Source: an optimization exercise on an open RTL-to-GDS flow (aim: small area and a short achievable clock period). Production flows keep margins and buffers that such runs may drop.
Where RTL was checked, it was by simulation tests only, not by an equivalence proof against the original.

Setup of build 43:
==> module alu, before the edit <==
module alu (
    data1,
    data2,
    data3,
    data4,
    shift_amount,
    alu_select,
    result,
    result2
);
    input [31:0] data1;
    input [31:0] data2;
    input [31:0] data3;
    input [31:0] data4;
    input [4:0] shift_amount;
    input [5:0] alu_select;
    output reg [31:0] result;
    output reg [31:0] result2;
    wire signed [31:0] signed_data1;
    wire signed [31:0] signed_data2;
    wire signed [31:0] signed_data3;
    wire signed [31:0] signed_data4;
    assign signed_data1 = data1;
    assign signed_data2 = data2;
    assign signed_data3 = data3;
    assign signed_data4 = data4;
    always @(*) begin
        result = 0;
        result2 = 0;
        case(alu_select)
            6'b000000 : result = data1 ^ data2;                        
            6'b000001 : result = data1 | data2;                        
            6'b000010 : result = ~(data1 | data2);                      
            6'b000011 : result = data1 & data2;                        
            6'b000100 : result = signed_data1 + signed_data2;          
            6'b000101 : result = signed_data1 - signed_data2;          
            6'b000110 : result = data2 + data1;                        
            6'b000111 : result = data1 - data2;                        
            6'b001000 : result = signed_data1 * signed_data2;          
            6'b001001 : begin                                        
                if (data2 == 32'b0)
                    result = 32'b0;
                else if (data1 == 32'h80000000 && data2 == 32'hffffffff)
                    result = 32'h80000000;
                else
                    result = signed_data1 / signed_data2;
            end
            6'b001010 : result = data2 << shift_amount;                
            6'b001011 : result = data2 << data1;                       
            6'b001100 : result = data2 >> shift_amount;                
            6'b001101 : result = data2 >> data1;                       
            6'b001110 : result = signed_data2 >>> shift_amount;                      
            6'b001111 : result = {31'b0, signed_data1 < signed_data2};                        
            6'b010000 : result = 1;                                    
            6'b010001 : result = 1;                                    
            6'b010010 : result = {31'b0, signed_data1 < signed_data2};                    
            6'b010011 : result = data2 << 16;                        
            6'b010100 : result = 32'b0;                                  
            6'b010101 : result = data1;                              
            default: ;
        endcase
    end
endmodule
make LEC_CHECK=0 CAP_MARGIN=20 CORE_MARGIN=2 CORE_UTILIZATION=40 PLACE_DENSITY=0.6 SLEW_MARGIN=20 finish   # period 92.0 ns
run.sh (not shown) runs the stock make flow with config.mk's settings and CLKGATE_MAP_FILE= SYNTH_SCRIPT=/design/flow/synth_recipe.tcl, a recipe that flattens the netlist after the stock synthesis.
diff inputs: build 43 => trial 90
diff --git a/flow/design.v b/flow/design.v
--- a/flow/design.v
+++ b/flow/design.v
@@ -25,4 +25,6 @@
     assign signed_data3 = data3;
     assign signed_data4 = data4;
+    wire [31:0] quotient;
+    rdiv divider(.a(data1), .b(data2), .q(quotient));
     always @(*) begin
         result = 0;
@@ -38,12 +40,5 @@
             6'b000111 : result = data1 - data2;                        
             6'b001000 : result = signed_data1 * signed_data2;          
-            6'b001001 : begin                                        
-                if (data2 == 32'b0)
-                    result = 32'b0;
-                else if (data1 == 32'h80000000 && data2 == 32'hffffffff)
-                    result = 32'h80000000;
-                else
-                    result = signed_data1 / signed_data2;
-            end
+            6'b001001 : result = quotient;                          
             6'b001010 : result = data2 << shift_amount;                
             6'b001011 : result = data2 << data1;                       
@@ -62,4 +57,49 @@
     end
 endmodule
+module rdiv (
+    input  [31:0] a,
+    input  [31:0] b,
+    output [31:0] q
+);
+    wire an = a[31], bn = b[31];
+    wire [31:0] ua = an ? -a : a;
+    wire [31:0] ub = bn ? -b : b;
+    wire [33:0] D1 = {2'b0, ub};
+    wire [33:0] D2 = {1'b0, ub, 1'b0};
+    wire [33:0] D3 = D1 + D2;
+    wire [31:0] uq;
+    genvar j;
+    generate
+        for (j = 15; j >= 0; j = j - 1) begin : st
+            localparam integer WR = 32 - 2 * j;            
+            wire [WR-1:0] R4;
+            wire [WR-1:0] rn;                             
+            if (j == 15) begin : f
+                assign R4 = ua[31:30];
+            end else begin : n
+                assign R4 = {st[j+1].rn, ua[2*j+1:2*j]};
+            end
+            wire f1, f2, f3;
+            if (WR >= 34) begin : wide
+                assign f1 = 1'b1; assign f2 = 1'b1; assign f3 = 1'b1;
+            end else begin : narrow
+                assign f1 = (D1[33:WR] == 0);
+                assign f2 = (D2[33:WR] == 0);
+                assign f3 = (D3[33:WR] == 0);
+            end
+            wire [WR:0] d1 = {1'b0, R4} - {1'b0, D1[WR-1:0]};
+            wire [WR:0] d2 = {1'b0, R4} - {1'b0, D2[WR-1:0]};
+            wire [WR:0] d3 = {1'b0, R4} - {1'b0, D3[WR-1:0]};
+            wire c1 = f1 & ~d1[WR];
+            wire c2 = f2 & ~d2[WR];
+            wire c3 = f3 & ~d3[WR];
+            assign rn = c3 ? d3[WR-1:0] : c2 ? d2[WR-1:0] : c1 ? d1[WR-1:0] : R4;
+            assign uq[2*j+1] = c2;
+            assign uq[2*j] = c3 | (c1 & ~c2);
+        end
+    endgenerate
+    wire bz = (b == 32'b0);
+    assign q = bz ? 32'b0 : (an ^ bn) ? -uq : uq;
+endmodule
 module alu_ctrl (
     funct,
Results
Taking build 43 as the reference, in trial 90 maximum frequency went up 0.0024 GHz, mux cell area share after synthesis has decreased, data arrival at the endpoint of the critical path shows a reduction of 14.86 ns. Compared with build 43, trial 90 ends up with more cell area. Relative to build 43, the highest cell delay on the worst timing path of trial 90 is higher by 0.24 ns. Build 43 has a lower fraction of area in multi-input gates than trial 90.
For build 43, only the layout was checked, not whether the RTL still works.

==> static timing again, ports no longer ideal <==
Ports are ideal in the flow. The routed layouts listed here were re-timed in OpenROAD.
Step 1, drivers: a clkbuf_16 drives clk and a buf_2 each remaining input, both assumed.
Step 2 adds t to the input delays and takes it off the output delays; t is the mean of the earliest and latest rising clock arrival at the registers after step 1. Input paths then give back, and output paths get back, about the clock's delay inside the block.
Three values: no drivers, after step 1, after step 2; two values: the first two.
| run | shift t [ns] | setup slack, ns | worst setup path at the end | latest minus earliest clock arrival (ns) | cell pins on the clock port's net |
|---|---|---|---|---|---|
| build 43 | 1.051 | 5.257 / 5.257 / 5.257 | register to register | 0.086 / 0.087 | 1 |
| trial 90 | 1.061 | 20.173 / 20.173 / 20.173 | register to register | 0.102 / 0.102 | 1 |
After both steps setup and hold are still met in every run listed.
